Background: an optimization exercise with open tools, aiming at small area, a short achievable clock period and few clock cycles. Do not read the settings as production practice. RTL that was checked went through simulation tests only; none was proved equivalent to the original. Only the layout flow was run in runs 4 to 6; the RTL was not checked for function there. Power figures rest on the tool's default switching activity, not on a simulated workload.

### design/flow/design.v
`timescale 1ns / 1ps
module reg_file(
	input         clk,
	input         we_hi,
	input         we_lo,
	input  [3:0]  wr_idx,
	input  [15:0] wr_data,
	input  [3:0]  rd_idx_a,
	input  [3:0]  rd_idx_b,
	output [15:0] rd_a,
	output [15:0] rd_b);
	reg [15:0] regs [1:15];
	assign rd_a = (rd_idx_a == 4'd0) ? 16'h0000 : regs[rd_idx_a];
	assign rd_b = (rd_idx_b == 4'd0) ? 16'h0000 : regs[rd_idx_b];
	integer i;
	always @(posedge clk)
		for (i = 1; i < 16; i = i + 1)
			if (wr_idx == i) begin
				if (we_hi) regs[i][15:8] <= wr_data[15:8];
				if (we_lo) regs[i][7:0]  <= wr_data[7:0];
			end
endmodule
`timescale 1ns / 1ps
module Core(
	input             clk,
	input             rst,                        
	input      [15:0] mem_to_core_data,           
	output     [15:0] core_to_mem_data,           
	output     [23:0] core_to_mem_address,        
	output            core_to_mem_write_enable);  
	localparam ADD  = 4'b0000;
	localparam ADDI = 4'b0001;
	localparam SUB  = 4'b0010;
	localparam LW   = 4'b0011;
	localparam SW   = 4'b0100;
	localparam LUI  = 4'b0101;
	localparam CMP  = 4'b0110;
	localparam BR   = 4'b0111;
	localparam JMP  = 4'b1000;
	localparam SLL  = 4'b1001;
	localparam SLR  = 4'b1010;
	localparam AND  = 4'b1011;
	localparam NAND = 4'b1100;
	localparam OR   = 4'b1101;
	localparam NOT  = 4'b1110;
	localparam LLI  = 4'b1111;
	wire [15:0] md = mem_to_core_data;
	reg [23:0] addr;         
	reg [23:0] save;         
	reg        dslot;        
	reg        dslot_ld;     
	reg        we;           
	reg        a_data;       
	reg        a_ld;         
	reg        nf_lo;        
	reg        nf_kill;      
	reg [3:0]  ld_dest;
	reg        ld_we;
	reg [15:0] ir;           
	reg        r_valid;      
	reg        zero, negative;
	reg [15:0] opa, opb;
	reg        e_valid;      
	reg        e_cmp;
	reg        e_sub;        
	reg [1:0]  e_sel;        
	reg [3:0]  e_tt;         
	reg        e_we_hi, e_we_lo;
	reg [3:0]  e_dest;
	wire [15:0] a_in = e_sub ? ~opa : opa;
	wire [16:0] sum  = {1'b0, opb} + {1'b0, a_in} + {16'b0, e_sub};
	wire        eq   = (opa == opb);
	wire        lt   = sum[16] & ~eq;    
	reg  [15:0] logic_r;
	integer k;
	always @(*)
		for (k = 0; k < 16; k = k + 1)
			logic_r[k] = e_tt[{opa[k], opb[k]}];
	reg [15:0] result;
	always @(*)
		case (e_sel)
			2'd0: result = sum[15:0];
			2'd1: result = logic_r;
			2'd2: result = opa << opb[3:0];
			default: result = opa >> opb[3:0];
		endcase
	wire        w_hi  = a_ld ? ld_we : (e_valid & e_we_hi);
	wire        w_lo  = a_ld ? ld_we : (e_valid & e_we_lo);
	wire [3:0]  w_idx = a_ld ? ld_dest : e_dest;
	wire [15:0] w_data = a_ld ? md : result;
	wire [3:0] op = ir[15:12];
	wire [3:0] ra = ir[11:8];
	wire [3:0] rb = ir[7:4];
	wire [7:0] imm = ir[7:0];
	wire [15:0] rf_a, rf_b;
	reg_file _reg_file(
		.clk(clk), .we_hi(w_hi), .we_lo(w_lo), .wr_idx(w_idx), .wr_data(w_data),
		.rd_idx_a(ra), .rd_idx_b(rb), .rd_a(rf_a), .rd_b(rf_b));
	wire hit_a = (w_idx == ra);
	wire hit_b = (w_idx == rb);
	wire [15:0] fwd_a = {(hit_a & w_hi) ? w_data[15:8] : rf_a[15:8],
	                     (hit_a & w_lo) ? w_data[7:0]  : rf_a[7:0]};
	wire [15:0] fwd_b = {(hit_b & w_hi) ? w_data[15:8] : rf_b[15:8],
	                     (hit_b & w_lo) ? w_data[7:0]  : rf_b[7:0]};
	reg        d_alu, d_cmp, d_sub, d_imm, d_hi, d_lo, d_desta;
	reg [1:0]  d_sel;
	reg [3:0]  d_tt;
	reg [15:0] d_immv;
	always @(*) begin
		d_alu = 1; d_cmp = 0; d_sub = 0; d_imm = 0; d_hi = 1; d_lo = 1; d_desta = 0;
		d_sel = 2'd0; d_tt = 4'b0000; d_immv = {8'h00, imm};
		case (op)
			ADD:  ;
			ADDI: begin d_imm = 1; d_desta = 1; end
			SUB:  d_sub = 1;
			CMP:  begin d_cmp = 1; d_sub = 1; d_hi = 0; d_lo = 0; end
			SLL:  begin d_imm = 1; d_sel = 2'd2; end
			SLR:  begin d_imm = 1; d_sel = 2'd3; end
			AND:  begin d_sel = 2'd1; d_tt = 4'b1000; end
			NAND: begin d_sel = 2'd1; d_tt = 4'b0111; end
			OR:   begin d_sel = 2'd1; d_tt = 4'b1110; end
			NOT:  begin d_sel = 2'd1; d_tt = 4'b0011; end
			LUI:  begin d_imm = 1; d_sel = 2'd1; d_tt = 4'b1010; d_desta = 1; d_lo = 0; d_immv = {imm, imm}; end
			LLI:  begin d_imm = 1; d_sel = 2'd1; d_tt = 4'b1010; d_desta = 1; d_hi = 0; d_immv = {imm, imm}; end
			default: begin d_alu = 0; d_hi = 0; d_lo = 0; end
		endcase
	end
	wire [3:0] d_dest = d_desta ? ra : rb;
	wire       d_dnz  = (d_dest != 4'd0);
	wire a_fs    = ~a_data;
	wire is_ins  = a_fs & ~nf_lo & ~nf_kill;
	wire is_lo   = a_fs & nf_lo;
	wire [3:0] mop = md[15:12];
	wire needs_lo = (mop == LW) | (mop == SW) | (mop == JMP) |
	                ((mop == BR) & (md[11:8] < 4'd6));
	wire z_eff = (e_valid & e_cmp) ? eq : zero;
	wire n_eff = (e_valid & e_cmp) ? lt : negative;
	reg  cond;
	always @(*)
		case (ra[2:0])
			3'd0: cond = z_eff;
			3'd1: cond = ~z_eff;
			3'd2: cond = n_eff;
			3'd3: cond = z_eff | n_eff;
			3'd4: cond = ~n_eff & ~z_eff;
			default: cond = ~n_eff | z_eff;
		endcase
	wire lo_ldst  = is_lo & ((op == LW) | (op == SW));
	wire lo_jump  = is_lo & ((op == JMP) | ((op == BR) & cond));
	always @(posedge clk) begin
		save <= addr + 24'd1;
		if (rst) begin
			addr    <= 24'h3c8c;
			dslot   <= 0;
			we      <= 0;
			a_data  <= 0;
			nf_lo   <= 0;
			nf_kill <= 1;
			r_valid <= 0;
			e_valid <= 0;
			a_ld    <= 0;
		end else begin
			if (dslot)
				addr <= save;
			else if (lo_ldst | lo_jump)
				addr <= {imm, md};
			else
				addr <= addr + 24'd1;
			dslot    <= lo_ldst;
			dslot_ld <= is_lo & (op == LW);
			we       <= is_lo & (op == SW);
			a_data   <= dslot;
			a_ld     <= dslot & dslot_ld;
			if (a_fs) begin
				nf_lo   <= is_ins & needs_lo;
				nf_kill <= lo_jump;
			end
			r_valid <= is_ins;
			e_valid <= r_valid & d_alu;
		end
		if (is_lo) begin
			ld_dest <= ra;
			ld_we   <= (ra != 4'd0);
		end
		if (is_ins)
			ir <= md;
		if (e_valid & e_cmp) begin
			zero     <= eq;
			negative <= lt;
		end
		if (r_valid)
			opa <= fwd_a;           
		opb <= d_imm ? d_immv : fwd_b;
		e_cmp   <= d_cmp;
		e_sub   <= d_sub;
		e_sel   <= d_sel;
		e_tt    <= d_tt;
		e_we_hi <= d_hi & d_dnz;
		e_we_lo <= d_lo & d_dnz;
		e_dest  <= d_dest;
	end
	assign core_to_mem_address      = addr;
	assign core_to_mem_data         = opa;
	assign core_to_mem_write_enable = we;
endmodule
### design/flow/run.sh
#!/bin/bash
# synth_recipe.tcl (not shown) runs the flow's synth.tcl, then flattens the netlist and writes it again
# the make line also repeats each setting of config.mk as NAME=value (left out here)
make -C /OpenROAD-flow-scripts/flow DESIGN_CONFIG=/design/flow/config.mk WORK_HOME=/design/flow/orfs CLKGATE_MAP_FILE= SYNTH_SCRIPT=/design/flow/synth_recipe.tcl finish
### design/flow/config.mk
export PLATFORM = sky130hd
export DESIGN_NAME = Core
export DESIGN_NICKNAME = Core
export VERILOG_FILES = /design/flow/design.v
export SDC_FILE = /design/flow/constraint.sdc
export NUM_CORES = 4
export LEC_CHECK = 0
export ABC_AREA = 1
export CAP_MARGIN = 20
export CORE_MARGIN = 2
export CORE_UTILIZATION = 40
export SETUP_SLACK_MARGIN = 3.5
export SLEW_MARGIN = 20
### design/flow/constraint.sdc
create_clock -name core_clock -period 7.0 [get_ports {clk}]
set_input_delay 1.4000 -clock core_clock [delete_from_list [all_inputs] [get_ports {clk}]]
set_output_delay 1.4000 -clock core_clock [all_outputs]
set_load 0.01 [all_outputs]
==> key figures, run 1 <==
Outcome
  – Run status: finished clean

Clocking
  – Max H-tree Level: 2
  – Worst-Skew Late Latency: 590 ps
  – Max Root-Sink Buffers: 3
  – Clock buffer count from CTS: 40
  – Total clock sinks: 366
  – Clk Tree Root Cell: sky130_fd_sc_hd__clkbuf_16
  – Clock transition at path regs: approximately 60 ps
  – CTS tree: built

Place
  – Weighted congestion at the end of routability-driven global placement: 1.027
  – Post-detailed-placement half-perimeter wirelength: 50,970 um
  – Post-placement cell area: between 20,000 and 25,000 sq um
  – Number of I/O port buffers: 58

Final layout
  – Number of antenna cells inserted: 0
  – Layout fillers: 4,586
  – Final design area excluding fillers: 21,660 sq um
  – P&R area growth vs syn: 13.78%
  – Final #Nets: 2,291
  – Layout cell share with drive strength beyond 1: 0.05908
  – Core Util, Final: 0.4634

Worst setup path
  – Crit path capture type: flip-flop
  – Number of cells on the worst reg-to-reg path: 8
  – Worst path required time: about 7000 ps
  – Cell breakdown of the critical path: buf_4 > inv_2 > or2_1 > o21ai_0 > inv_1 > nor2_1 > nand2_1 > nor2_1
  – Path length in cells of the critical path: 8
  – Max Fanout on Critical Path: 24
  – Worst reg-to-reg setup slack: about 3500 ps
  – Buffer and inverter count on the worst path: 3
  – Top delay family on crit path: simple AND/OR/NAND/NOR gates
  – Most used cell, CP: sky130_fd_sc_hd__nor2_1
  – Category of the critical setup timing path: reg2reg
  – Delay of the slowest critical-path stage: 730 ps
  – Element type at the critical path start: flip-flop
  – Critical path's slowest cell: sky130_fd_sc_hd__nor2_1
  – Worst path arrival time: about 3800 ps

STA
  – Share of the cycle needed by the critical path after routing: 0.5060
  – Maximum frequency from static timing analysis: 0.2823 GHz
  – Max Clock Skew: 45.11 ps
  – Setup Total Neg Slack: 0 ps
  – Min Clock Period, post-route: 3542 ps
  – Worst Hold Margin: 424.1 ps
  – Pins over their slew limit: 0
  – Worst-case headroom to the max-slew limit: 0.3323
  – Slew at the pin closest to its max-slew limit: 997.9 ps
  – Number of setup violations in the final report: 0
  – Count of endpoints failing hold in the final timing report: 0
  – RSZ-0062 raised after global routing: yes

Pwr
  – Cell leakage power: 8.571 nW
  – VDD IR-drop max: 0.1990 mV
  – Power per cell area: 266.2 nW/um^2

Floorplanning
  – DIE WIDTH: 222.2 um
  – Core region area: 46,750 sq um
  – Count of standard-cell rows: 79
  – Chip Height: 222.2 um
  – Die area: 49,360 sq um
  – Starting density of the core: 0.4072
  – IO Count: 59

Global routing
  – Number of global-route vias before repair: 16,230
  – Maximum number of pins on one net before global-route repair: 36
  – GRT Overall Usage: 0.2740
  – Initial antenna violation count: 2
  – Grt total ovfl: 0
  – Global-route wire length before repair: 102,300 um

Detailed routing
  – Via count: 17,000
  – Antenna Nets Post-Route: 0
  – Final routed wirelength across all metal layers: 68,980 um
  – Violation count after the first detailed-routing iteration: 1,875
  – Remaining routing DRC violations: 0
  – Ratio of routed vias to standard cells: 5.877
  – Pre-Repair DR Iteration Count: 7
  – WL per Instance: 23.85 um

Logic synthesis
  – Netlist area before placement: between 15,000 and 20,000 sq um
  – Leading post-synthesis cells by cell area: sky130_fd_sc_hd__edfxtp_1, sky130_fd_sc_hd__dfxtp_1, sky130_fd_sc_hd__nand2_1
  – Async set or reset register ratio after synthesis: 0
  – Gate Count Post-Synth: between 2,000 and 2,500
  – Fraction of synthesized cell area taken by the top area cell type: 0.4385
  – Unique masters post-synth: 56
  – Mean Syn Cell Area: about 8.7 sq um
  – Sequential area share after synthesis: 0.5310
  – Most area-hungry cell type in the Yosys netlist: sky130_fd_sc_hd__edfxtp_1
  – Post-Syn Nets: 2,228
  – Main flop type after synthesis: sky130_fd_sc_hd__edfxtp_1
  – Most frequent cells after synthesis: sky130_fd_sc_hd__nand2_1, sky130_fd_sc_hd__inv_1, sky130_fd_sc_hd__edfxtp_1, sky130_fd_sc_hd__o21ai_0, sky130_fd_sc_hd__nor2_1
  – Top-count cell post-synth: sky130_fd_sc_hd__nand2_1
  – Number of register bits inferred by synthesis: 366
  – Number of enable flip-flop cells after synthesis: between 200 and 300
  – Yosys warning count: 19

Job
  – Maximum Capacitance Violations: 0

Min path
  – Hold WC Path Type: reg2reg
  – Hold Path Stages: 2
-- layout by cell type, fill, tap and decap left out, types with 6 or more instances in the layout --
cell type | Yosys | final
sky130_fd_sc_hd__o2111ai_1 | 19 | 19
sky130_fd_sc_hd__a211oi_1 | 10 | 10
sky130_fd_sc_hd__clkdlybuf4s50_1 | 0 | 58
sky130_fd_sc_hd__inv_1 | 302 | 297
sky130_fd_sc_hd__xor2_1 | 40 | 40
sky130_fd_sc_hd__clkbuf_16 | 0 | 40
sky130_fd_sc_hd__clkinv_2 | 0 | 7
sky130_fd_sc_hd__edfxtp_1 | 278 | 278
sky130_fd_sc_hd__nor3_1 | 14 | 13
sky130_fd_sc_hd__a21oi_1 | 157 | 156
sky130_fd_sc_hd__a22o_1 | 6 | 6
sky130_fd_sc_hd__o21ai_1 | 13 | 14
sky130_fd_sc_hd__clkinv_1 | 9 | 12
sky130_fd_sc_hd__a31oi_1 | 13 | 12
sky130_fd_sc_hd__ha_1 | 17 | 17
sky130_fd_sc_hd__inv_2 | 11 | 13
sky130_fd_sc_hd__nor4_1 | 10 | 10
sky130_fd_sc_hd__o22ai_1 | 58 | 58
sky130_fd_sc_hd__dfxtp_1 | 88 | 87
sky130_fd_sc_hd__nand3_1 | 112 | 112
sky130_fd_sc_hd__nor2_1 | 160 | 153
sky130_fd_sc_hd__o211ai_1 | 14 | 14
sky130_fd_sc_hd__nand4_1 | 21 | 21
sky130_fd_sc_hd__clkbuf_1 | 49 | 14
sky130_fd_sc_hd__buf_4 | 1 | 35
sky130_fd_sc_hd__o21ai_0 | 171 | 170
sky130_fd_sc_hd__nand2_1 | 466 | 466
sky130_fd_sc_hd__nor2_2 | 3 | 10
sky130_fd_sc_hd__a221oi_1 | 69 | 69
-- flip-flops by register name (all words and copies together) (netlist names), 16 cells and up --
signal and count:
_reg_file.regs 240, addr 24, ir 16, opa 16, opb 16, save 24
-- layout make-up --
cell class | instances | area, sq um | share of cell area
flip-flops and latches | 366 | 10110 | 0.4668
inverters | 322 | 1221 | 0.05637
repair inverters | 1 | 5.005 | 0.0002310
clock inverters | 15 | 148.9 | 0.006873
clock buffers | 57 | 1095 | 0.05054
repair buffers | 93 | 843.3 | 0.03893
multi-input cells | 1431 | 7477 | 0.3452
well taps | 607 | 759.5 | 0.03506
-- routing by layer --
layer | share of wire | global-route usage | vias up
li1 | - | - | 7781
met1 | 0.42 | 0.3772 | 8058
met2 | 0.45 | 0.4310 | 962
met3 | 0.092 | 0.04840 | 192
met4 | 0.040 | 0.1059 | 4
met5 | 0.00035 | 0 | -
-- worst paths after layout --
check,from,end
max,a_ld$_SDFF_PP0_,_reg_file.regs[6][13]$_DFFE_PP_
min,save[22]$_DFF_P_,addr[22]$_SDFF_PP0_
max reg2reg,a_ld$_SDFF_PP0_,_reg_file.regs[6][13]$_DFFE_PP_
min reg2reg,save[22]$_DFF_P_,addr[22]$_SDFF_PP0_
-- worst min-delay path, cell delays in order (launching register included) --
cell                      delay [ps]
sky130_fd_sc_hd__dfxtp_1         300
sky130_fd_sc_hd__nand2_1          40
sky130_fd_sc_hd__nand2_1          50
-- timing repair --
action,in CTS,in global routing
hold buffers,0,0
pin swaps,0,1
setup endpoints to repair,121,128
gates resized for setup,5,13
gates cloned,1,1
setup buffers,0,9
-- through the flow --
| step | setup WS [ps] | instances | power [mW] |
|---|---|---|---|
| after floorplan | 4056 | 2192 | 3.283 |
| after global placement | 3222 | 2809 | 3.700 |
| after detailed placement | 3139 | 2809 | 3.711 |
| after CTS | 3550 | 2882 | 5.746 |
| after global routing | 3435 | 2892 | 5.974 |
| final | 3458 | 2892 | 5.766 |
-- report_power, final --
part	internal, mW	switching [mW]	total [mW]
clock	1.14	0.908	2.05
sequential	2.54	0.0877	2.62
combinational	0.296	0.800	1.10
total	3.97	1.80	5.77
-- cells by family (layout without fill, tap and decap cells) --
group,count (synthesis),in the layout,synth area share
DFF,366,366,0.5310
muxes,2,2,0.001051
AOI/OAI and AO/OA,565,565,0.1812
adders and majority gates,18,18,0.01222
buffers and inverters,396,488,0.08063
and+or+nand+nor,803,804,0.1746
xor gates and xnor gates,42,42,0.01932
Testbench counts, summed over its fixed seeds: cycles 52,730.
==> run 2, diff against run 1 <==
--- a/design/flow/config.mk
+++ b/design/flow/config.mk
@@ -7,3 +7,2 @@
 export LEC_CHECK = 0
-export ABC_AREA = 1
 export CAP_MARGIN = 20
==> key figures, run 2 <==
Detailed routing
  – Antenna Nets Post-Route: 0
  – Via count: around 16,000
  – Remaining routing DRC violations: 0
  – Ratio of routed vias to standard cells: roughly 6.8
  – Pre-Repair DR Iteration Count: 7
  – Violation count after the first detailed-routing iteration: 2,506
  – Final routed wirelength across all metal layers: 71,170 um
  – WL per Instance: between 20 and 30 um

STA
  – Max Clock Skew: 36.98 ps
  – Count of endpoints failing hold in the final timing report: 0
  – Share of the cycle needed by the critical path after routing: 0.4907
  – Number of setup violations in the final report: 0
  – Maximum frequency from static timing analysis: between 0.2 and 0.3 GHz
  – Slew at the pin closest to its max-slew limit: 1263 ps
  – Min Clock Period, post-route: 3435 ps
  – Worst-case headroom to the max-slew limit: 0.1551
  – RSZ-0062 raised after global routing: yes
  – Pins over their slew limit: 0
  – Setup Total Neg Slack: 0 ps

Final layout
  – Layout cell share with drive strength beyond 1: 0.1579
  – P&R area growth vs syn: 16.73%
  – Final design area excluding fillers: 22,250 sq um
  – Most frequent standard cell in the layout excluding fill and tap cells: sky130_fd_sc_hd__edfxtp_1
  – Number of flip-flops under the largest register name: 240
  – Top library cells by usage in the layout, fill and taps aside: sky130_fd_sc_hd__edfxtp_1, sky130_fd_sc_hd__nor2_1, sky130_fd_sc_hd__nand2_1
  – Fin cells: around 2,400
  – Register bank with the most flops: _reg_file.regs
  – Final #Nets: about 1,800
  – Area used by multi-input combinational logic: 8641 sq um
  – Largest registers: _reg_file.regs x240, addr x24, save x24
  – Combined flip-flop and latch cell area: 10,120 sq um
  – Number of antenna cells inserted: 0
  – Layout fillers: 4,212

Worst setup path
  – Max Fanout on Critical Path: 10
  – Category of the critical setup timing path: reg2reg
  – Critical path's slowest cell: sky130_fd_sc_hd__fa_1
  – Cell breakdown of the critical path: mux2_2 > fa_1 > a211oi_2 > o21a_2 > nor4_4 > o311a_1 > o21bai_4 > a41o_4 > nor2_1 > a311o_1
  – Buffer and inverter count on the worst path: 0
  – Worst path arrival time: 3880 ps
  – Number of cells on the worst reg-to-reg path: 10
  – Top delay family on crit path: compound AO/OA/AOI/OAI gates
  – Worst reg-to-reg setup slack: between 3000 and 4000 ps
  – Worst path required time: roughly 7500 ps
  – Path length in cells of the critical path: 10
  – Crit path capture type: flip-flop
  – Delay of the slowest critical-path stage: around 460 ps
  – Element type at the critical path start: flip-flop

Logic synthesis
  – Number of enable flip-flop cells after synthesis: 278
  – Leading post-synthesis cells by cell area: sky130_fd_sc_hd__edfxtp_1, sky130_fd_sc_hd__dfxtp_1, sky130_fd_sc_hd__a22oi_1
  – Gate Count Post-Synth: between 1,500 and 2,000
  – Multiplexer fraction of the synthesized cell area: 0.07318
  – Combinational family with the most area after synthesis: compound AO/OA/AOI/OAI gates
  – Most frequent cells after synthesis: sky130_fd_sc_hd__edfxtp_1, sky130_fd_sc_hd__nor2_1, sky130_fd_sc_hd__nand2_1, sky130_fd_sc_hd__a22oi_1, sky130_fd_sc_hd__clkbuf_1
  – Async set or reset register ratio after synthesis: 0
  – Most area-hungry cell type in the Yosys netlist: sky130_fd_sc_hd__edfxtp_1
  – Post-Syn Nets: 1,739
  – Sequential area share after synthesis: 0.5303
  – Mean Syn Cell Area: 11.19 sq um
  – Fraction of the mapped netlist area in adder cells: 0.01221
  – Unique masters post-synth: 86
  – Fraction of synthesized cell area taken by the top area cell type: 0.4379
  – Complex-gate fraction of the synthesized area: 0.1931
  – Main flop type after synthesis: sky130_fd_sc_hd__edfxtp_1
  – Share of synthesized cell area in and, or, nand and nor gates: 0.1254
  – Netlist area before placement: 19,060 sq um
  – Yosys warning count: 19
  – Share of the synthesized netlist area taken by xor and xnor gates: 0.03032
  – Number of register bits inferred by synthesis: 366
  – Top-count cell post-synth: sky130_fd_sc_hd__edfxtp_1

Global routing
  – Maximum number of pins on one net before global-route repair: 45
  – Global-route wire length before repair: 102,300 um
  – Initial antenna violation count: 0
  – Number of global-route vias before repair: 15,370
  – GRT Overall Usage: 0.2787
  – Grt total ovfl: 0

Floorplanning
  – Die area: 49,420 sq um
  – IO Count: 59
  – Chip Height: between 200 and 250 um
  – DIE WIDTH: 222.3 um
  – Core region area: 46,750 sq um
  – Starting density of the core: 0.4077
  – Count of standard-cell rows: between 70 and 80

Place
  – Weighted congestion at the end of routability-driven global placement: 0.9669
  – Post-detailed-placement half-perimeter wirelength: 45,420 um
  – Post-placement cell area: 20,450 sq um
  – Cells after DPL: 2,288
  – Number of I/O port buffers: 58

Clocking
  – Clk Tree Root Cell: sky130_fd_sc_hd__clkbuf_16
  – Worst-Skew Late Latency: 580 ps
  – Total clock sinks: 366
  – Max Root-Sink Buffers: 3
  – CTS tree: built
  – Hold bufs inserted after CTS: 0
  – Clock transition at path regs: 60 ps
  – Clock buffer count from CTS: 41
  – Max H-tree Level: 2

Pwr
  – Cell leakage power: 7.669 nW
  – VDD IR-drop max: around 0.21 mV
  – Power per cell area: roughly 270 nW/um^2

Min path
  – Hold WC Path Type: reg2reg
  – Hold Path Stages: 2

Outcome
  – Run status: finished clean

Job
  – Maximum Capacitance Violations: 0
run 2: cells by family (layout without fill, tap and decap cells):
logic type,count (synthesis),count (layout)
simple gates,489,489
xor+xnor,66,66
buf+inv,159,246
compound gates,506,508
fa+ha+maj,18,18
flops,366,366
mux,99,99
run 2: layer usage:
layer	vias up	track usage	share of wire
met4	0	0.1434	0.054
met3	301	0.06321	0.11
li1	6843	-	-
met5	-	0	0
met2	1206	0.4337	0.45
met1	7907	0.3646	0.38
run 2: area by class of cell:
type	count	share of cell area
inverters	26	0.004554
flip-flops and latches	366	0.4548
clock buffers	50	0.04864
repair buffers	146	0.05718
clock inverters	24	0.01243
multi-input cells	1180	0.3883
well taps	607	0.03413
run 2: path summary, 6_finish.rpt:
path                    start                  end
max          opa[0]$_DFFE_PP_  addr[16]$_SDFF_PP0_
min          save[13]$_DFF_P_  addr[13]$_SDFF_PP1_
max reg2reg  opa[0]$_DFFE_PP_  addr[16]$_SDFF_PP0_
min reg2reg  save[13]$_DFF_P_  addr[13]$_SDFF_PP1_
run 2: repair_timing:
action | CTS | global route
hold endpoints to repair | 0 | 0
setup endpoints to repair | 191 | 119
buffers inserted | 11 | 20
gates cloned | 1 | 2
resized for setup | 20 | 11
pin swaps | 2 | 6
run 2: stage by stage:
| stage | setup WS [ps] | utilization | hold slack (ps) | power [mW] |
|---|---|---|---|---|
| final | 3565 | 0.4760 | 449.7 | 6.027 |
| after global routing | 3462 | 0.4760 | 470.7 | 6.212 |
| after floorplan | 3593 | - | 419.8 | 3.369 |
| after detailed placement | 2624 | 0.4375 | 442.5 | 3.785 |
| after global placement | 2667 | 0.4372 | 427.3 | 3.779 |
| after CTS | 3503 | 0.4703 | 451.3 | 5.969 |
run 2: power by group:
part | switching [mW] | internal (mW) | total, mW
clock | 0.913 | 1.27 | 2.18
sequential | 0.0910 | 2.53 | 2.62
combinational | 0.787 | 0.436 | 1.22
run 2: worst min-delay path, cell delays in order (launching register included):
cell	delay, ps
sky130_fd_sc_hd__dfxtp_1	310
sky130_fd_sc_hd__a21oi_1	60
sky130_fd_sc_hd__o31ai_1	50
==> run 3, diff against run 2 <==
--- a/design/flow/config.mk
+++ b/design/flow/config.mk
@@ -10,3 +10,2 @@
 export CORE_UTILIZATION = 40
-export SETUP_SLACK_MARGIN = 3.5
 export SLEW_MARGIN = 20
==> key figures, run 3 <==
Outcome
  – Run status: finished clean

STA
  – Share of the cycle needed by the critical path after routing: 0.6567
  – Number of setup violations in the final report: 0
  – Pins over their slew limit: 0
  – Count of endpoints failing hold in the final timing report: 0
  – RSZ-0062 raised after global routing: no
  – Maximum frequency from static timing analysis: 0.2175 GHz
  – Worst-case headroom to the max-slew limit: 0.1450
  – Max Clock Skew: 32.90 ps
  – Min Clock Period, post-route: 4597 ps
  – Setup Total Neg Slack: 0 ps
  – Slew at the pin closest to its max-slew limit: 1281 ps

Final layout
  – Largest registers: _reg_file.regs x240, addr x24, save x24
  – Register bank with the most flops: _reg_file.regs
  – Top library cells by usage in the layout, fill and taps aside: sky130_fd_sc_hd__edfxtp_1, sky130_fd_sc_hd__nor2_1, sky130_fd_sc_hd__nand2_1
  – Number of flip-flops under the largest register name: between 200 and 250
  – Number of antenna cells inserted: 0
  – Area used by multi-input combinational logic: 8506 sq um
  – Most frequent standard cell in the layout excluding fill and tap cells: sky130_fd_sc_hd__edfxtp_1
  – Combined flip-flop and latch cell area: around 10,000 sq um
  – P&R area growth vs syn: 14.59%
  – Final #Nets: between 1,500 and 2,000
  – Layout fillers: 4,216
  – Layout cell share with drive strength beyond 1: 0.1331

Detailed routing
  – WL per Instance: 29.41 um
  – Pre-Repair DR Iteration Count: 7
  – Remaining routing DRC violations: 0
  – Violation count after the first detailed-routing iteration: 2,397
  – Antenna Nets Post-Route: 0
  – Via count: 15,830
  – Final routed wirelength across all metal layers: 69,560 um
  – Ratio of routed vias to standard cells: about 6.7

Floorplanning
  – IO Count: 59
  – Count of standard-cell rows: 79
  – Core region area: around 47,000 sq um
  – Die area: 49,420 sq um
  – DIE WIDTH: between 200 and 250 um
  – Chip Height: 222.3 um
  – Starting density of the core: 0.4077

Clocking
  – Max H-tree Level: 2
  – Post-CTS resize count: 0
  – Count of buffers added by post-CTS timing repair for setup: 0
  – Max Root-Sink Buffers: 3
  – Clock transition at path regs: 60 ps
  – Clk Tree Root Cell: sky130_fd_sc_hd__clkbuf_16
  – CTS tree: built
  – Hold bufs inserted after CTS: 0
  – Clock buffer count from CTS: between 40 and 50
  – Worst-Skew Late Latency: around 580 ps
  – Total clock sinks: roughly 370

Logic synthesis
  – Number of enable flip-flop cells after synthesis: 278
  – Most area-hungry cell type in the Yosys netlist: sky130_fd_sc_hd__edfxtp_1
  – Mean Syn Cell Area: 11.19 sq um
  – Yosys warning count: 19
  – Sequential area share after synthesis: 0.5303
  – Main flop type after synthesis: sky130_fd_sc_hd__edfxtp_1
  – Fraction of synthesized cell area taken by the top area cell type: 0.4379
  – Number of register bits inferred by synthesis: 366
  – Leading post-synthesis cells by cell area: sky130_fd_sc_hd__edfxtp_1, sky130_fd_sc_hd__dfxtp_1, sky130_fd_sc_hd__a22oi_1
  – Netlist area before placement: 19,060 sq um
  – Post-Syn Nets: 1,739
  – Unique masters post-synth: 86
  – Top-count cell post-synth: sky130_fd_sc_hd__edfxtp_1
  – Gate Count Post-Synth: ~1,700
  – Most frequent cells after synthesis: sky130_fd_sc_hd__edfxtp_1, sky130_fd_sc_hd__nor2_1, sky130_fd_sc_hd__nand2_1, sky130_fd_sc_hd__a22oi_1, sky130_fd_sc_hd__clkbuf_1
  – Async set or reset register ratio after synthesis: 0

Global routing
  – Maximum number of pins on one net before global-route repair: 45
  – Initial antenna violation count: 0
  – Grt total ovfl: 0
  – GRT Overall Usage: 0.2753
  – Number of global-route vias before repair: 15,220
  – Global-route wire length before repair: 101,400 um

Pwr
  – Power per cell area: 273.7 nW/um^2
  – Sum of internal, switching and leakage power: 5.979 mW
  – VDD IR-drop max: 0.2204 mV
  – Cell leakage power: roughly 7.5 nW

Worst setup path
  – Reg2Reg Launch Point: e_sub$_DFF_P_
  – Delay of the slowest critical-path stage: 960 ps
  – Max Fanout on Critical Path: 16
  – Worst reg-to-reg setup slack: between 2000 and 2500 ps
  – Critical path's slowest cell: sky130_fd_sc_hd__dfxtp_1
  – Worst path arrival time: around 5100 ps
  – Cell breakdown of the critical path: xor2_1 > ha_1 > o21ai_0 > o21a_1 > nor4_4 > o311a_1 > o21bai_2 > a41oi_1 > nand2_1 > o221ai_1
  – Top delay family on crit path: compound AO/OA/AOI/OAI gates
  – Worst setup startpoint: e_sub$_DFF_P_
  – Path length in cells of the critical path: 10
  – Critical Path End: addr[23]$_SDFF_PP0_
  – Buffer and inverter count on the worst path: 0
  – Category of the critical setup timing path: reg2reg
  – Worst path required time: 7480 ps
  – End of the worst register-to-register path: addr[23]$_SDFF_PP0_
  – Crit path capture type: flip-flop
  – Element type at the critical path start: flip-flop
  – Number of cells on the worst reg-to-reg path: 10

Place
  – Post-detailed-placement half-perimeter wirelength: 45,530 um
  – Number of I/O port buffers: 58
  – Weighted congestion at the end of routability-driven global placement: 0.9635

Job
  – Maximum Capacitance Violations: 0

Min path
  – Hold WC Path Type: reg2reg
## run 3: cell count changes in the layout (fill, tap and decap cells not counted), sizes merged
| cell | previous run | this run |
|---|---|---|
| a41o | 2 | 1 |
| buf | 87 | 56 |
| clkdlybuf4s15 | 1 | 0 |
| clkdlybuf4s50 | 58 | 57 |
| clkinv | 10 | 18 |
| clkinvlp | 6 | 1 |
| inv | 30 | 28 |
| o31a | 4 | 3 |
## run 3: cell families (layout without fill, tap and decap cells)
logic type,Yosys count,count (layout),synth area share
buffers and inverters,159,214,0.03544
muxes,99,99,0.07318
AOI/OAI and AO/OA,506,506,0.1931
xor gates and xnor gates,66,66,0.03032
and+or+nand+nor,489,489,0.1254
adders and majority gates,18,18,0.01221
DFF,366,366,0.5303
## run 3: layout make-up
type                    instances  area share
multi-input cells            1178      0.3894
clock buffers                  50     0.05086
well taps                     607     0.03477
flip-flops and latches        366      0.4629
clock inverters                25     0.01191
inverters                      26    0.004468
repair buffers                113     0.04576
## run 3: tightest hold or removal path, cell delays in order (launching register included)
cell                      delay, ps
sky130_fd_sc_hd__dfxtp_1        310
sky130_fd_sc_hd__a21oi_1         60
sky130_fd_sc_hd__o31ai_1         60
## run 3: worst min path at each step
stage | startpoint | endpoint | slack (ps) | cells past startpoint
after CTS | save[10]$_DFF_P_ | addr[10]$_SDFF_PP1_ | 450 | 2
after floorplan | save[10]$_DFF_P_ | addr[10]$_SDFF_PP1_ | 420 | 2
after global placement | save[10]$_DFF_P_ | addr[10]$_SDFF_PP1_ | 430 | 2
after global routing | save[10]$_DFF_P_ | addr[10]$_SDFF_PP1_ | 470 | 2
after detailed placement | save[13]$_DFF_P_ | addr[13]$_SDFF_PP1_ | 430 | 2
final | save[13]$_DFF_P_ | addr[13]$_SDFF_PP1_ | 460 | 2
## run 3: metrics by stage
| stage | util | std cells | instance area (sq um) | setup slack, ps | hold WS, ps |
|---|---|---|---|---|---|
| 2_1_floorplan | - | 1703 | 19060 | 3255 | 419.8 |
| 4_1_cts | 0.4665 | 2362 | 21810 | 2357 | 452.0 |
| 5_1_grt | 0.4672 | 2365 | 21840 | 2149 | 474.3 |
| 3_3_place_gp | 0.4368 | 2286 | 20420 | 2535 | 427.4 |
| 3_5_place_dp | 0.4371 | 2287 | 20440 | 2377 | 434.9 |
| 6_report | 0.4672 | 2365 | 21840 | 2403 | 455.0 |
## run 3: per-layer routing
layer  global-route usage  part of all wire
met5                    0                 0
met4               0.1395             0.057
met3              0.06996              0.12
met2               0.4229              0.44
met1               0.3608              0.39
## run 3: where the power goes
group | switching, mW | internal (mW)
Sequential | 0.0969 | 2.53
Combinational | 0.749 | 0.398
Clock | 0.916 | 1.29
Total | 1.76 | 4.22
==> run 4, diff against run 3 <==
--- a/design/flow/design.v
+++ b/design/flow/design.v
@@ -71,4 +71,20 @@
 	wire [16:0] sum  = {1'b0, opb} + {1'b0, a_in} + {16'b0, e_sub};
-	wire        eq   = (opa == opb);
-	wire        lt   = sum[16] & ~eq;    
+	wire [15:0] c_eq = ~(opa ^ opb);
+	wire [15:0] c_lt = ~opa & opb;
+	reg  [15:0] ge, gl;
+	reg  [15:0] te, tl;
+	integer lv, j;
+	always @(*) begin
+		te = c_eq; tl = c_lt;
+		for (lv = 1; lv < 16; lv = lv * 2) begin
+			ge = te; gl = tl;
+			for (j = 0; j < 16; j = j + 2 * lv) begin
+				gl[j] = tl[j + lv] | (te[j + lv] & tl[j]);
+				ge[j] = te[j + lv] & te[j];
+			end
+			te = ge; tl = gl;
+		end
+	end
+	wire eq = te[0];
+	wire lt = tl[0];
 	reg  [15:0] logic_r;
@@ -78,12 +94,10 @@
 			logic_r[k] = e_tt[{opa[k], opb[k]}];
-	reg [15:0] result;
-	always @(*)
-		case (e_sel)
-			2'd0: result = sum[15:0];
-			2'd1: result = logic_r;
-			2'd2: result = opa << opb[3:0];
-			default: result = opa >> opb[3:0];
-		endcase
-	wire        w_hi  = a_ld ? ld_we : (e_valid & e_we_hi);
-	wire        w_lo  = a_ld ? ld_we : (e_valid & e_we_lo);
+	wire [15:0] other  = ({16{e_sel == 2'd1}} & logic_r) |
+	                     ({16{e_sel == 2'd2}} & (opa << opb[3:0])) |
+	                     ({16{e_sel == 2'd3}} & (opa >> opb[3:0]));
+	wire [15:0] result = (e_sel == 2'd0) ? sum[15:0] : other;
+	wire        e_hi  = e_valid & e_we_hi;
+	wire        e_lo  = e_valid & e_we_lo;
+	wire        w_hi  = a_ld ? ld_we : e_hi;
+	wire        w_lo  = a_ld ? ld_we : e_lo;
 	wire [3:0]  w_idx = a_ld ? ld_dest : e_dest;
@@ -98,8 +112,10 @@
 		.rd_idx_a(ra), .rd_idx_b(rb), .rd_a(rf_a), .rd_b(rf_b));
-	wire hit_a = (w_idx == ra);
-	wire hit_b = (w_idx == rb);
-	wire [15:0] fwd_a = {(hit_a & w_hi) ? w_data[15:8] : rf_a[15:8],
-	                     (hit_a & w_lo) ? w_data[7:0]  : rf_a[7:0]};
-	wire [15:0] fwd_b = {(hit_b & w_hi) ? w_data[15:8] : rf_b[15:8],
-	                     (hit_b & w_lo) ? w_data[7:0]  : rf_b[7:0]};
+	wire ea = (e_dest == ra), eb = (e_dest == rb);
+	wire la = a_ld & ld_we & (ld_dest == ra), lb = a_ld & ld_we & (ld_dest == rb);
+	wire [15:0] ld_a = la ? md : rf_a;
+	wire [15:0] ld_b = lb ? md : rf_b;
+	wire [15:0] fwd_a = {(ea & e_hi) ? result[15:8] : ld_a[15:8],
+	                     (ea & e_lo) ? result[7:0]  : ld_a[7:0]};
+	wire [15:0] fwd_b = {(eb & e_hi) ? result[15:8] : ld_b[15:8],
+	                     (eb & e_lo) ? result[7:0]  : ld_b[7:0]};
 	reg        d_alu, d_cmp, d_sub, d_imm, d_hi, d_lo, d_desta;
@@ -162,6 +178,6 @@
 		end else begin
-			if (dslot)
+			if (lo_ldst | lo_jump)
+				addr <= {imm, md};
+			else if (dslot)
 				addr <= save;
-			else if (lo_ldst | lo_jump)
-				addr <= {imm, md};
 			else
--- a/design/flow/config.mk
+++ b/design/flow/config.mk
@@ -10,2 +10,3 @@
 export CORE_UTILIZATION = 40
+export SETUP_SLACK_MARGIN = 4.0
 export SLEW_MARGIN = 20
==> key figures, run 4 <==
Outcome
  – Run status: finished clean

STA
  – Maximum frequency from static timing analysis: 0.3131 GHz
  – Worst Hold Margin: 441.5 ps
  – Pins over their slew limit: 0
  – Setup slack after layout: 3807 ps
  – Min Clock Period, post-route: 3193 ps
  – RSZ-0062 raised after global routing: yes
  – Setup Total Neg Slack: 0 ps
  – Count of endpoints failing hold in the final timing report: 0
  – Worst-case headroom to the max-slew limit: 0.1666
  – Slew at the pin closest to its max-slew limit: between 1000 and 1500 ps
  – Share of the cycle needed by the critical path after routing: 0.4562
  – Number of setup violations in the final report: 0
  – Max Clock Skew: approximately 40 ps

Logic synthesis
  – Complex-gate fraction of the synthesized area: 0.1911
  – Sequential area share after synthesis: 0.5197
  – Most area-hungry cell type in the Yosys netlist: sky130_fd_sc_hd__edfxtp_1
  – Fraction of the mapped netlist area in adder cells: 0.02161
  – Leading post-synthesis cells by cell area: sky130_fd_sc_hd__edfxtp_1, sky130_fd_sc_hd__dfxtp_1, sky130_fd_sc_hd__a22oi_1
  – Gate Count Post-Synth: 1,730
  – Top-count cell post-synth: sky130_fd_sc_hd__edfxtp_1
  – Fraction of synthesized cell area taken by the top area cell type: 0.4291
  – Share of synthesized cell area in and, or, nand and nor gates: 0.1115
  – Unique masters post-synth: 77
  – Async set or reset register ratio after synthesis: 0
  – Most frequent cells after synthesis: sky130_fd_sc_hd__edfxtp_1, sky130_fd_sc_hd__nand2_1, sky130_fd_sc_hd__a22oi_1, sky130_fd_sc_hd__nor2_1, sky130_fd_sc_hd__clkbuf_1
  – Netlist area before placement: around 20,000 sq um
  – Post-Syn Nets: around 1,800
  – Mean Syn Cell Area: 11.24 sq um
  – Yosys warning count: 19
  – Number of register bits inferred by synthesis: 366
  – Combinational family with the most area after synthesis: compound AO/OA/AOI/OAI gates
  – Share of the synthesized netlist area taken by xor and xnor gates: 0.02836
  – Main flop type after synthesis: sky130_fd_sc_hd__edfxtp_1
  – Multiplexer fraction of the synthesized cell area: 0.08992
  – Number of enable flip-flop cells after synthesis: ~280

Floorplanning
  – Starting density of the core: 0.4066
  – Count of standard-cell rows: 80
  – DIE WIDTH: 224.5 um
  – Core region area: 47,850 sq um
  – IO Count: 59
  – Die area: 50,410 sq um
  – Chip Height: roughly 220 um

Clocking
  – CTS tree: built
  – Clock buffer count from CTS: 41
  – Max H-tree Level: 2
  – Worst-Skew Late Latency: 580 ps
  – Max Root-Sink Buffers: 3
  – Clk Tree Root Cell: sky130_fd_sc_hd__clkbuf_16
  – Clock transition at path regs: ~60 ps
  – Total clock sinks: 366
  – Hold bufs inserted after CTS: 0

Worst setup path
  – Crit path capture type: output port
  – Worst path arrival time: roughly 1800 ps
  – Worst path required time: 5600 ps
  – Delay of the slowest critical-path stage: 560 ps
  – Category of the critical setup timing path: reg2out
  – Buffer and inverter count on the worst path: 2
  – Top delay family on crit path: buffers and inverters
  – Critical path's slowest cell: sky130_fd_sc_hd__clkdlybuf4s50_1
  – Max Fanout on Critical Path: 10
  – Cell breakdown of the critical path: buf_4 > clkdlybuf4s50_1
  – Element type at the critical path start: flip-flop

Pwr
  – Power per cell area: 264.6 nW/um^2
  – Cell leakage power: about 8.3 nW
  – VDD IR-drop max: 0.1614 mV

Final layout
  – Number of antenna cells inserted: 0
  – P&R area growth vs syn: 22.63%
  – Register bank with the most flops: _reg_file.regs
  – Number of flip-flops under the largest register name: 240
  – Most frequent standard cell in the layout excluding fill and tap cells: sky130_fd_sc_hd__edfxtp_1
  – Top library cells by usage in the layout, fill and taps aside: sky130_fd_sc_hd__edfxtp_1, sky130_fd_sc_hd__nand2_1, sky130_fd_sc_hd__a22oi_1
  – Final #Nets: 1,901
  – Layout fillers: 4,154
  – Largest registers: _reg_file.regs x240, addr x24, save x24
  – Layout cell share with drive strength beyond 1: 0.2326

Global routing
  – Initial antenna violation count: 1
  – Maximum number of pins on one net before global-route repair: 44
  – GRT Overall Usage: 0.2912
  – Number of global-route vias before repair: between 15,000 and 20,000
  – Grt total ovfl: 0
  – Global-route wire length before repair: between 100,000 and 150,000 um

Place
  – Worst setup slack after placement: 3066 ps
  – Weighted congestion at the end of routability-driven global placement: between 0.8 and 0.9
  – Post-detailed-placement half-perimeter wirelength: between 40,000 and 50,000 um
  – Number of I/O port buffers: 58

Detailed routing
  – Antenna Nets Post-Route: 0
  – Met3 layer wire length in the routed design: ~9900 um
  – Violation count after the first detailed-routing iteration: around 2,800
  – Routed wire length on met2: around 33,000 um
  – Via count: 16,960
  – Final routed wirelength across all metal layers: 75,640 um
  – Ratio of routed vias to standard cells: 6.790
  – Remaining routing DRC violations: 0
  – WL per Instance: 30.28 um
  – Highest metal layer with signal wires: met4
  – Pre-Repair DR Iteration Count: 7
  – Met1 layer wirelength in the final routing: ~29,000 um

Job
  – Maximum Capacitance Violations: 0

Min path
  – Hold WC Path Type: reg2reg
==> run 4: cell count changes in the layout (fill, tap and decap cells not counted), moves of 11 or more <==
cell,before,now
sky130_fd_sc_hd__buf_6,3,19
sky130_fd_sc_hd__dlygate4sd2_1,0,15
sky130_fd_sc_hd__a22oi_1,112,129
sky130_fd_sc_hd__mux4_2,30,41
sky130_fd_sc_hd__nor3_1,29,13
sky130_fd_sc_hd__mux2_4,0,12
sky130_fd_sc_hd__a222oi_1,19,31
sky130_fd_sc_hd__buf_4,52,123
sky130_fd_sc_hd__and3_1,21,7
sky130_fd_sc_hd__clkdlybuf4s50_1,57,43
sky130_fd_sc_hd__nor2_1,131,107
==> run 4: where the power goes <==
part / switching (mW) / internal [mW] / total, mW
sequential: 0.0818 / 2.53 / 2.61
clock: 0.909 / 1.24 / 2.15
combinational: 0.902 / 0.646 / 1.55
==> run 4: final timing paths <==
| kind | depth (start not counted) | slack, ps | start | end |
|---|---|---|---|---|
| hold / removal | 1 | 440 | addr[0]$_SDFF_PP0_ | save[0]$_DFF_P_ |
| setup reg to reg | 12 | 3820 | opa[8]$_DFFE_PP_ | _reg_file.regs[8][12]$_DFFE_PP_ |
| hold reg to reg | 1 | 440 | addr[0]$_SDFF_PP0_ | save[0]$_DFF_P_ |
| setup / recovery | 2 | 3810 | opa[9]$_DFFE_PP_ | core_to_mem_data[9] |
==> run 4: layer usage <==
layer,GRT usage,vias to the layer above
li1,-,7054
met1,0.3979,8207
met2,0.4437,1381
met3,0.05865,320
met4,0.1412,0
met5,0,-
==> run 4: kinds of logic (layout without fill, tap and decap cells) <==
kind of cell / count (synthesis) / after routing
compound gates: 519 / 519
simple gates: 447 / 447
flops: 366 / 366
buf+inv: 182 / 331
mux: 120 / 124
xor+xnor: 63 / 63
fa+ha+maj: 33 / 33
==> run 4: through the flow <==
| stage | total power [mW] | cell area [sq um] | util | std cells |
|---|---|---|---|---|
| after CTS | 6.120 | 23280 | 0.4867 | 2469 |
| final | 6.313 | 23860 | 0.4986 | 2498 |
| after floorplan | 3.400 | 19470 | - | 1730 |
| after global routing | 6.509 | 23860 | 0.4986 | 2498 |
| after detailed placement | 3.818 | 20870 | 0.4361 | 2316 |
| after global placement | 3.803 | 20840 | 0.4355 | 2315 |
==> run 4: area by class of cell <==
class / instances / area, sq um / share of cell area
Clock buffer: 52 / 1150 / 0.04820
Sequential cell: 366 / 10120 / 0.4244
Inverter: 38 / 143.9 / 0.006032
Tap cell: 615 / 769.5 / 0.03226
Multi-Input combinational cell: 1186 / 9395 / 0.3938
Clock inverter: 24 / 193.9 / 0.008130
Timing Repair Buffer: 217 / 2078 / 0.08712
==> run 4: repair_timing <==
item / 4_1_cts / 5_1_grt
gates cloned: 5 / 5
endpoints found under the hold margin: 0 / 0
pin swaps: 30 / 33
buffers inserted: 72 / 24
gates resized for setup: 100 / 72
endpoints found under the setup margin: 286 / 248
==> run 5, diff against run 4 <==
--- a/design/flow/config.mk
+++ b/design/flow/config.mk
@@ -10,3 +10,3 @@
 export CORE_UTILIZATION = 40
-export SETUP_SLACK_MARGIN = 4.0
+export SETUP_SLACK_MARGIN = 4.6
 export SLEW_MARGIN = 20
==> key figures, run 5 <==
STA
  – Worst-case headroom to the max-slew limit: 0.09450
  – RSZ-0062 raised after global routing: yes
  – Max Clock Skew: 44.00 ps
  – Maximum frequency from static timing analysis: just under 0.3 GHz
  – Min Clock Period, post-route: 3401 ps
  – Count of endpoints failing hold in the final timing report: 0
  – Slew at the pin closest to its max-slew limit: 1358 ps
  – Pins over their slew limit: 0
  – Setup slack after layout: 3599 ps
  – Number of setup violations in the final report: 0
  – Setup Total Neg Slack: 0 ps
  – Worst Hold Margin: slightly below 500 ps
  – Share of the cycle needed by the critical path after routing: 0.4859

Global routing
  – Global-route wire length before repair: 107,800 um
  – Number of global-route vias before repair: 16,190
  – GRT Overall Usage: 0.2915
  – Grt total ovfl: 0
  – Initial antenna violation count: 5
  – Maximum number of pins on one net before global-route repair: 40

Clocking
  – Max H-tree Level: 2
  – Clk Tree Root Cell: sky130_fd_sc_hd__clkbuf_16
  – Clock transition at path regs: 60 ps
  – Max Root-Sink Buffers: 3
  – Worst-Skew Late Latency: 600 ps
  – Hold bufs inserted after CTS: 0
  – CTS tree: built
  – Total clock sinks: 366
  – Clock buffer count from CTS: 40

Final layout
  – Largest registers: _reg_file.regs x240, addr x24, save x24
  – Top library cells by usage in the layout, fill and taps aside: sky130_fd_sc_hd__edfxtp_1, sky130_fd_sc_hd__buf_4, sky130_fd_sc_hd__nand2_1
  – Core Util, Final: 0.5277
  – Layout cell share with drive strength beyond 1: 0.3236
  – Final design area excluding fillers: 25,250 sq um
  – Number of flip-flops under the largest register name: between 200 and 250
  – Final #Nets: 1,976
  – Register bank with the most flops: _reg_file.regs
  – Most frequent standard cell in the layout excluding fill and tap cells: sky130_fd_sc_hd__edfxtp_1
  – Fin cells: 2,573
  – P&R area growth vs syn: 29.80%

Outcome
  – Run status: finished clean

Logic synthesis
  – Gate Count Post-Synth: 1,730
  – Main flop type after synthesis: sky130_fd_sc_hd__edfxtp_1
  – Most frequent cells after synthesis: sky130_fd_sc_hd__edfxtp_1, sky130_fd_sc_hd__nand2_1, sky130_fd_sc_hd__a22oi_1, sky130_fd_sc_hd__nor2_1, sky130_fd_sc_hd__clkbuf_1
  – Fraction of synthesized cell area taken by the top area cell type: 0.4291
  – Fraction of the mapped netlist area in adder cells: 0.02161
  – Combinational family with the most area after synthesis: compound AO/OA/AOI/OAI gates
  – Share of the synthesized netlist area taken by xor and xnor gates: 0.02836
  – Unique masters post-synth: 77
  – Share of synthesized cell area in and, or, nand and nor gates: 0.1115
  – Post-Syn Nets: between 1,500 and 2,000
  – Netlist area before placement: 19,450 sq um
  – Mean Syn Cell Area: 11.24 sq um
  – Async set or reset register ratio after synthesis: 0
  – Leading post-synthesis cells by cell area: sky130_fd_sc_hd__edfxtp_1, sky130_fd_sc_hd__dfxtp_1, sky130_fd_sc_hd__a22oi_1
  – Yosys warning count: 19
  – Most area-hungry cell type in the Yosys netlist: sky130_fd_sc_hd__edfxtp_1
  – Multiplexer fraction of the synthesized cell area: 0.08992
  – Number of enable flip-flop cells after synthesis: roughly 280
  – Complex-gate fraction of the synthesized area: 0.1911
  – Top-count cell post-synth: sky130_fd_sc_hd__edfxtp_1
  – Number of register bits inferred by synthesis: 366
  – Sequential area share after synthesis: 0.5197

Detailed routing
  – Antenna Nets Post-Route: 0
  – Pre-Repair DR Iteration Count: 13
  – Via count: roughly 17,000
  – Remaining routing DRC violations: 0
  – Final routed wirelength across all metal layers: ~77,000 um
  – Ratio of routed vias to standard cells: 6.757
  – WL per Instance: roughly 30 um
  – Violation count after the first detailed-routing iteration: 2,802

Floorplanning
  – Die area: 50,410 sq um
  – Starting density of the core: 0.4066
  – Count of standard-cell rows: 80
  – DIE WIDTH: 224.5 um
  – Chip Height: 224.5 um
  – Core region area: 47,850 sq um
  – IO Count: 59

Worst setup path
  – Worst path arrival time: roughly 3800 ps
  – Max Fanout on Critical Path: 5
  – Element type at the critical path start: flip-flop
  – Category of the critical setup timing path: reg2reg
  – Worst path required time: 7440 ps
  – Crit path capture type: flip-flop

Pwr
  – Cell leakage power: roughly 8.9 nW
  – VDD IR-drop max: around 0.17 mV
  – Sum of internal, switching and leakage power: 6.561 mW
  – Power per cell area: 259.8 nW/um^2

Place
  – Weighted congestion at the end of routability-driven global placement: 0.9192
  – Post-detailed-placement half-perimeter wirelength: 44,860 um
  – Post-placement cell area: 20,980 sq um
  – Cells after DPL: 2,304
  – Worst setup slack after placement: 3173 ps
  – Number of I/O port buffers: 58

Min path
  – Hold WC Path Type: reg2reg

Job
  – Maximum Capacitance Violations: 0
==> run 5: changes by cell type in the layout (fill, tap and decap cells not counted), sizes merged <==
| cell | change |
|---|---|
| dlymetal6s2s | +2 |
| clkinvlp | +5 |
| diode | +2 |
| inv | -2 |
| buf | +115 |
| bufinv | +3 |
| mux2 | +3 |
| clkdlybuf4s50 | -28 |
| clkinv | -4 |
| clkbuf | -6 |
| dlygate4sd2 | -15 |
==> run 5: cell type report <==
| class | count | area [sq um] |
|---|---|---|
| tap | 615 | 769.5 |
| timing repair inverter | 1 | 7.507 |
| sequential | 366 | 10190 |
| clock inverter | 25 | 291.5 |
| clock buffer | 48 | 1052 |
| fill | 4003 | 22600 |
| timing repair buffer | 289 | 2897 |
| multi-input combinational | 1189 | 9884 |
| antenna | 2 | 5.005 |
| inverter | 38 | 152.6 |
==> run 5: cells by family after synthesis <==
| family | count (synthesis) |
|---|---|
| AOI/OAI and AO/OA | 519 |
| and+or+nand+nor | 447 |
| DFF | 366 |
| buffers and inverters | 182 |
| muxes | 120 |
| xor gates and xnor gates | 63 |
| adders and majority gates | 33 |
==> run 5: critical path, cell delays in order, from the launching register on <==
cell and delay, ps:
sky130_fd_sc_hd__edfxtp_1 470, sky130_fd_sc_hd__inv_2 70, sky130_fd_sc_hd__ha_4 260, sky130_fd_sc_hd__nand4_1 260, sky130_fd_sc_hd__or4_4 590, sky130_fd_sc_hd__o21ai_4 310, sky130_fd_sc_hd__mux2i_2 320, sky130_fd_sc_hd__a211oi_4 70
sky130_fd_sc_hd__o41ai_4 280, sky130_fd_sc_hd__buf_4 230, sky130_fd_sc_hd__buf_12 140, sky130_fd_sc_hd__mux2i_1 210, sky130_fd_sc_hd__nor2_1 60
==> run 5: report_power, final <==
group,internal [mW],switching [mW],total [mW]
Clock,1.27,0.920,2.19
Combinational,0.766,0.992,1.76
Sequential,2.53,0.0864,2.61
Total,4.56,2.00,6.56
==> run 5: path summary, 6_finish.rpt <==
| path | slack (ps) | cells after the start | from | to |
|---|---|---|---|---|
| max | 3600 | 12 | opa[7]$_DFFE_PP_ | addr[23]$_SDFF_PP0_ |
| min reg2reg | 490 | 1 | nf_kill$_SDFFE_PP1N_ | r_valid$_SDFF_PP0_ |
| min | 490 | 1 | nf_kill$_SDFFE_PP1N_ | r_valid$_SDFF_PP0_ |
| max reg2reg | 3600 | 12 | opa[7]$_DFFE_PP_ | addr[23]$_SDFF_PP0_ |
==> run 5: per-layer routing <==
layer | global-route usage | share of wire
met1 | 0.3917 | 0.38
met5 | 0 | 0.0010
met3 | 0.08165 | 0.13
met4 | 0.1339 | 0.057
met2 | 0.4378 | 0.43
==> run 5: repair_timing <==
action,in CTS,in global routing
pin swaps,36,30
endpoints found under the hold margin,0,0
buffers inserted,136,42
cloned,11,5
endpoints found under the setup margin,580,526
gates resized for setup,428,116
==> run 6, diff against run 5 <==
--- a/design/flow/design.v
+++ b/design/flow/design.v
@@ -71,20 +71,4 @@
 	wire [16:0] sum  = {1'b0, opb} + {1'b0, a_in} + {16'b0, e_sub};
-	wire [15:0] c_eq = ~(opa ^ opb);
-	wire [15:0] c_lt = ~opa & opb;
-	reg  [15:0] ge, gl;
-	reg  [15:0] te, tl;
-	integer lv, j;
-	always @(*) begin
-		te = c_eq; tl = c_lt;
-		for (lv = 1; lv < 16; lv = lv * 2) begin
-			ge = te; gl = tl;
-			for (j = 0; j < 16; j = j + 2 * lv) begin
-				gl[j] = tl[j + lv] | (te[j + lv] & tl[j]);
-				ge[j] = te[j + lv] & te[j];
-			end
-			te = ge; tl = gl;
-		end
-	end
-	wire eq = te[0];
-	wire lt = tl[0];
+	wire eq = (opa == opb);
+	wire lt = sum[16] & ~eq;    
 	reg  [15:0] logic_r;
@@ -112,10 +96,2 @@
 		.rd_idx_a(ra), .rd_idx_b(rb), .rd_a(rf_a), .rd_b(rf_b));
-	wire ea = (e_dest == ra), eb = (e_dest == rb);
-	wire la = a_ld & ld_we & (ld_dest == ra), lb = a_ld & ld_we & (ld_dest == rb);
-	wire [15:0] ld_a = la ? md : rf_a;
-	wire [15:0] ld_b = lb ? md : rf_b;
-	wire [15:0] fwd_a = {(ea & e_hi) ? result[15:8] : ld_a[15:8],
-	                     (ea & e_lo) ? result[7:0]  : ld_a[7:0]};
-	wire [15:0] fwd_b = {(eb & e_hi) ? result[15:8] : ld_b[15:8],
-	                     (eb & e_lo) ? result[7:0]  : ld_b[7:0]};
 	reg        d_alu, d_cmp, d_sub, d_imm, d_hi, d_lo, d_desta;
@@ -145,5 +121,14 @@
 	wire       d_dnz  = (d_dest != 4'd0);
+	wire ea = (e_dest == ra), eb = (e_dest == rb) & ~d_imm;
+	wire la = a_ld & ld_we & (ld_dest == ra), lb = a_ld & ld_we & (ld_dest == rb);
+	wire [15:0] ld_a = la ? md : rf_a;
+	wire [15:0] ld_b = d_imm ? d_immv : lb ? md : rf_b;
+	wire [15:0] fwd_a = {(ea & e_hi) ? result[15:8] : ld_a[15:8],
+	                     (ea & e_lo) ? result[7:0]  : ld_a[7:0]};
+	wire [15:0] fwd_b = {(eb & e_hi) ? result[15:8] : ld_b[15:8],
+	                     (eb & e_lo) ? result[7:0]  : ld_b[7:0]};
 	wire a_fs    = ~a_data;
-	wire is_ins  = a_fs & ~nf_lo & ~nf_kill;
-	wire is_lo   = a_fs & nf_lo;
+	wire kill    = nf_kill | b_hit;
+	wire is_ins  = a_fs & ~kill & ~nf_lo;
+	wire is_lo   = a_fs & ~kill & nf_lo;
 	wire [3:0] mop = md[15:12];
@@ -151,4 +136,2 @@
 	                ((mop == BR) & (md[11:8] < 4'd6));
-	wire z_eff = (e_valid & e_cmp) ? eq : zero;
-	wire n_eff = (e_valid & e_cmp) ? lt : negative;
 	reg  cond;
@@ -156,11 +139,16 @@
 		case (ra[2:0])
-			3'd0: cond = z_eff;
-			3'd1: cond = ~z_eff;
-			3'd2: cond = n_eff;
-			3'd3: cond = z_eff | n_eff;
-			3'd4: cond = ~n_eff & ~z_eff;
-			default: cond = ~n_eff | z_eff;
+			3'd0: cond = zero;
+			3'd1: cond = ~zero;
+			3'd2: cond = negative;
+			3'd3: cond = zero | negative;
+			3'd4: cond = ~negative & ~zero;
+			default: cond = ~negative | zero;
 		endcase
+	reg  bpend;              
+	wire b_adj    = e_valid & e_cmp;
 	wire lo_ldst  = is_lo & ((op == LW) | (op == SW));
-	wire lo_jump  = is_lo & ((op == JMP) | ((op == BR) & cond));
+	wire lo_jump  = is_lo & ((op == JMP) | ((op == BR) & (b_adj | cond)));
+	wire b_pred   = is_lo & (op == BR) & b_adj;
+	wire b_miss   = bpend & ~cond;       
+	wire b_hit    = bpend & cond;        
 	always @(posedge clk) begin
@@ -177,2 +165,3 @@
 			a_ld    <= 0;
+			bpend   <= 0;
 		end else begin
@@ -180,3 +169,3 @@
 				addr <= {imm, md};
-			else if (dslot)
+			else if (dslot | b_miss)
 				addr <= save;
@@ -190,5 +179,7 @@
 			if (a_fs) begin
-				nf_lo   <= is_ins & needs_lo;
-				nf_kill <= lo_jump;
+				if (~kill)
+					nf_lo <= is_ins & needs_lo;
+				nf_kill <= (lo_jump & ~b_pred) | b_miss;
 			end
+			bpend <= b_pred;
 			r_valid <= is_ins;
@@ -208,3 +199,3 @@
 			opa <= fwd_a;           
-		opb <= d_imm ? d_immv : fwd_b;
+		opb <= fwd_b;
 		e_cmp   <= d_cmp;
--- a/design/flow/config.mk
+++ b/design/flow/config.mk
@@ -10,3 +10,3 @@
 export CORE_UTILIZATION = 40
-export SETUP_SLACK_MARGIN = 4.6
+export SETUP_SLACK_MARGIN = 4.0
 export SLEW_MARGIN = 20
==> key figures, run 6 <==
STA
  – Number of setup violations in the final report: 0
  – Count of endpoints failing hold in the final timing report: 0
  – Pins over their slew limit: 0
  – Share of the cycle needed by the critical path after routing: 0.4788
  – Slew at the pin closest to its max-slew limit: 973.0 ps
  – Setup Total Neg Slack: 0 ps
  – Max Clock Skew: 37.48 ps
  – Maximum frequency from static timing analysis: about 0.3 GHz
  – Worst-case headroom to the max-slew limit: 0.3500
  – RSZ-0062 raised after global routing: yes
  – Worst Hold Margin: roughly 460 ps
  – Min Clock Period, post-route: 3352 ps
  – Setup slack after layout: 3648 ps

Floorplanning
  – DIE WIDTH: between 200 and 250 um
  – Die area: 53,660 sq um
  – Starting density of the core: 0.4041
  – Core region area: a little over 50,000 sq um
  – IO Count: 59
  – Chip Height: 231.6 um
  – Count of standard-cell rows: 83

Logic synthesis
  – Main flop type after synthesis: sky130_fd_sc_hd__edfxtp_1
  – Most frequent cells after synthesis: sky130_fd_sc_hd__edfxtp_1, sky130_fd_sc_hd__nor2_1, sky130_fd_sc_hd__nand2_1, sky130_fd_sc_hd__a21oi_1, sky130_fd_sc_hd__mux2i_1
  – Top-count cell post-synth: sky130_fd_sc_hd__edfxtp_1
  – Leading post-synthesis cells by cell area: sky130_fd_sc_hd__edfxtp_1, sky130_fd_sc_hd__dfxtp_1, sky130_fd_sc_hd__mux2i_1
  – Mean Syn Cell Area: between 10 and 15 sq um
  – Gate Count Post-Synth: 1,926
  – Async set or reset register ratio after synthesis: 0
  – Netlist area before placement: ~21,000 sq um
  – Number of enable flip-flop cells after synthesis: 280
  – Post-Syn Nets: 1,962
  – Sequential area share after synthesis: 0.4896
  – Yosys warning count: 19
  – Unique masters post-synth: a little over 80
  – Number of register bits inferred by synthesis: about 370
  – Most area-hungry cell type in the Yosys netlist: sky130_fd_sc_hd__edfxtp_1
  – Fraction of synthesized cell area taken by the top area cell type: 0.4056

Detailed routing
  – Via count: 17,930
  – Violation count after the first detailed-routing iteration: 2,714
  – Pre-Repair DR Iteration Count: 6
  – Ratio of routed vias to standard cells: 6.600
  – Remaining routing DRC violations: 0
  – WL per Instance: about 30 um
  – Final routed wirelength across all metal layers: 80,980 um
  – Antenna Nets Post-Route: 0

Final layout
  – Final design area excluding fillers: 24,430 sq um
  – Final #Nets: 2,042
  – Fin cells: between 2,000 and 3,000
  – Layout cell share with drive strength beyond 1: 0.1876
  – Largest registers: _reg_file.regs x240, addr x24, save x24
  – Top library cells by usage in the layout, fill and taps aside: sky130_fd_sc_hd__edfxtp_1, sky130_fd_sc_hd__nor2_1, sky130_fd_sc_hd__nand2_1, sky130_fd_sc_hd__a21oi_1, sky130_fd_sc_hd__buf_4
  – Number of flip-flops under the largest register name: 240
  – P&R area growth vs syn: 17.86%
  – Most frequent standard cell in the layout excluding fill and tap cells: sky130_fd_sc_hd__edfxtp_1
  – Core Util, Final: 0.4762
  – Register bank with the most flops: _reg_file.regs

Job
  – Maximum Capacitance Violations: 0

Place
  – Post-detailed-placement half-perimeter wirelength: 54,010 um
  – Post-placement cell area: 21,960 sq um
  – Cells after DPL: 2,566
  – Weighted congestion at the end of routability-driven global placement: 0.9852
  – Number of I/O port buffers: 58
  – Worst setup slack after placement: 2839 ps

Worst setup path
  – Buffer and inverter count on the worst path: 0
  – Path length in cells of the critical path: 9
  – Category of the critical setup timing path: reg2reg
  – Max Fanout on Critical Path: 8
  – Element type at the critical path start: flip-flop
  – Worst reg-to-reg setup slack: 3650 ps
  – Most used cell, CP: sky130_fd_sc_hd__mux2_4
  – Cell breakdown of the critical path: mux2_4 > fa_2 > a21oi_4 > o211ai_2 > a211oi_4 > xor2_1 > nor2_1 > or4_4 > mux2_4
  – Worst path arrival time: 3670 ps
  – Delay of the slowest critical-path stage: 610 ps
  – Critical path's slowest cell: sky130_fd_sc_hd__or4_4
  – Crit path capture type: flip-flop
  – Worst path required time: 7320 ps
  – Top delay family on crit path: multiplexers
  – Number of cells on the worst reg-to-reg path: 9

Global routing
  – GRT Overall Usage: 0.2971
  – Grt total ovfl: 0
  – Number of global-route vias before repair: ~17,000
  – Initial antenna violation count: 2
  – Maximum number of pins on one net before global-route repair: around 50
  – Global-route wire length before repair: 117,600 um

Clocking
  – Total clock sinks: 367
  – Worst-Skew Late Latency: 600 ps
  – Clk Tree Root Cell: sky130_fd_sc_hd__clkbuf_16
  – CTS tree: built
  – Hold bufs inserted after CTS: 0
  – Clock transition at path regs: ~60 ps
  – Clock buffer count from CTS: 40
  – Max Root-Sink Buffers: 3
  – Max H-tree Level: 2

Min path
  – Hold WC Path Type: reg2reg
  – Hold Path Stages: 1

Pwr
  – Cell leakage power: around 8.6 nW
  – Power per cell area: roughly 260 nW/um^2
  – VDD IR-drop max: between 0.15 and 0.2 mV
  – Sum of internal, switching and leakage power: between 6 and 7 mW

Outcome
  – Run status: finished clean
run 6: cell types whose count changed in the layout (fill, tap and decap cells not counted), sizes merged, moves of 15 or more:
cell	delta
a222oi	-29
nor2	+17
clkdlybuf4s50	+29
a21oi	+33
buf	-136
xnor2	+25
a22oi	-69
mux2i	+56
ha	-15
a32oi	+20
nor2b	+31
run 6: cell families (layout without fill, tap and decap cells):
family / count (synthesis) / after routing / share of synthesized area
fa+ha+maj: 18 / 18 / 0.01123
buf+inv: 197 / 304 / 0.04219
simple gates: 517 / 517 / 0.1206
compound gates: 560 / 560 / 0.1883
other cells: 0 / 1 / 0
xor+xnor: 80 / 80 / 0.03380
flops: 367 / 367 / 0.4896
mux: 187 / 190 / 0.1142
run 6: final cells by class:
| class | count | area, sq um |
|---|---|---|
| multi-input combinational | 1365 | 10160 |
| tap | 680 | 850.8 |
| inverter | 38 | 151.4 |
| sequential | 367 | 10170 |
| fill | 4701 | 26870 |
| timing repair buffer | 194 | 1805 |
| antenna | 1 | 2.502 |
| clock buffer | 50 | 1059 |
| clock inverter | 22 | 232.7 |
run 6: worst paths after layout:
path / endpoint / startpoint
max reg2reg: _reg_file.regs[5][10]$_DFFE_PP_ / opa[0]$_DFFE_PP_
max: _reg_file.regs[5][10]$_DFFE_PP_ / opa[0]$_DFFE_PP_
min: a_ld$_SDFF_PP0_ / dslot_ld$_DFFE_PN_
min reg2reg: a_ld$_SDFF_PP0_ / dslot_ld$_DFFE_PN_
run 6: report_power, final:
group / switching [mW] / total, mW / internal [mW]
Sequential: 0.0952 / 2.64 / 2.55
Combinational: 1.03 / 1.66 / 0.632
Clock: 0.928 / 2.13 / 1.20
Total: 2.05 / 6.43 / 4.38
run 6: worst reg2reg max path, cell delays in order (launching register included):
cell and delay, ps:
sky130_fd_sc_hd__edfxtp_1 520, sky130_fd_sc_hd__mux2_4 360, sky130_fd_sc_hd__fa_2 380, sky130_fd_sc_hd__a21oi_4 160, sky130_fd_sc_hd__o211ai_2 130, sky130_fd_sc_hd__a211oi_4 260, sky130_fd_sc_hd__xor2_1 230, sky130_fd_sc_hd__nor2_1 70
sky130_fd_sc_hd__or4_4 610, sky130_fd_sc_hd__mux2_4 370
run 6: repair_timing:
action	4_1_cts	5_1_grt
resized for setup	80	49
setup endpoints to repair	336	327
cloned	2	1
setup buffers	60	14
pin swaps	15	6
run 6: layer usage:
metal	vias up	global-route usage	routed length, um
met5	-	0	13
met4	2	0.1711	5694
met3	324	0.07653	9445
met2	1293	0.4333	34250
met1	8701	0.3995	31580
li1	7613	-	-

Check on run 6: ideal ports give 3.648 ns setup slack; a clkbuf_16 on the clock port and buf_2 on the inputs give 3.648 ns; moving port delays by the midpoint clock arrival (0.641 ns) as well gives 3.648 ns.
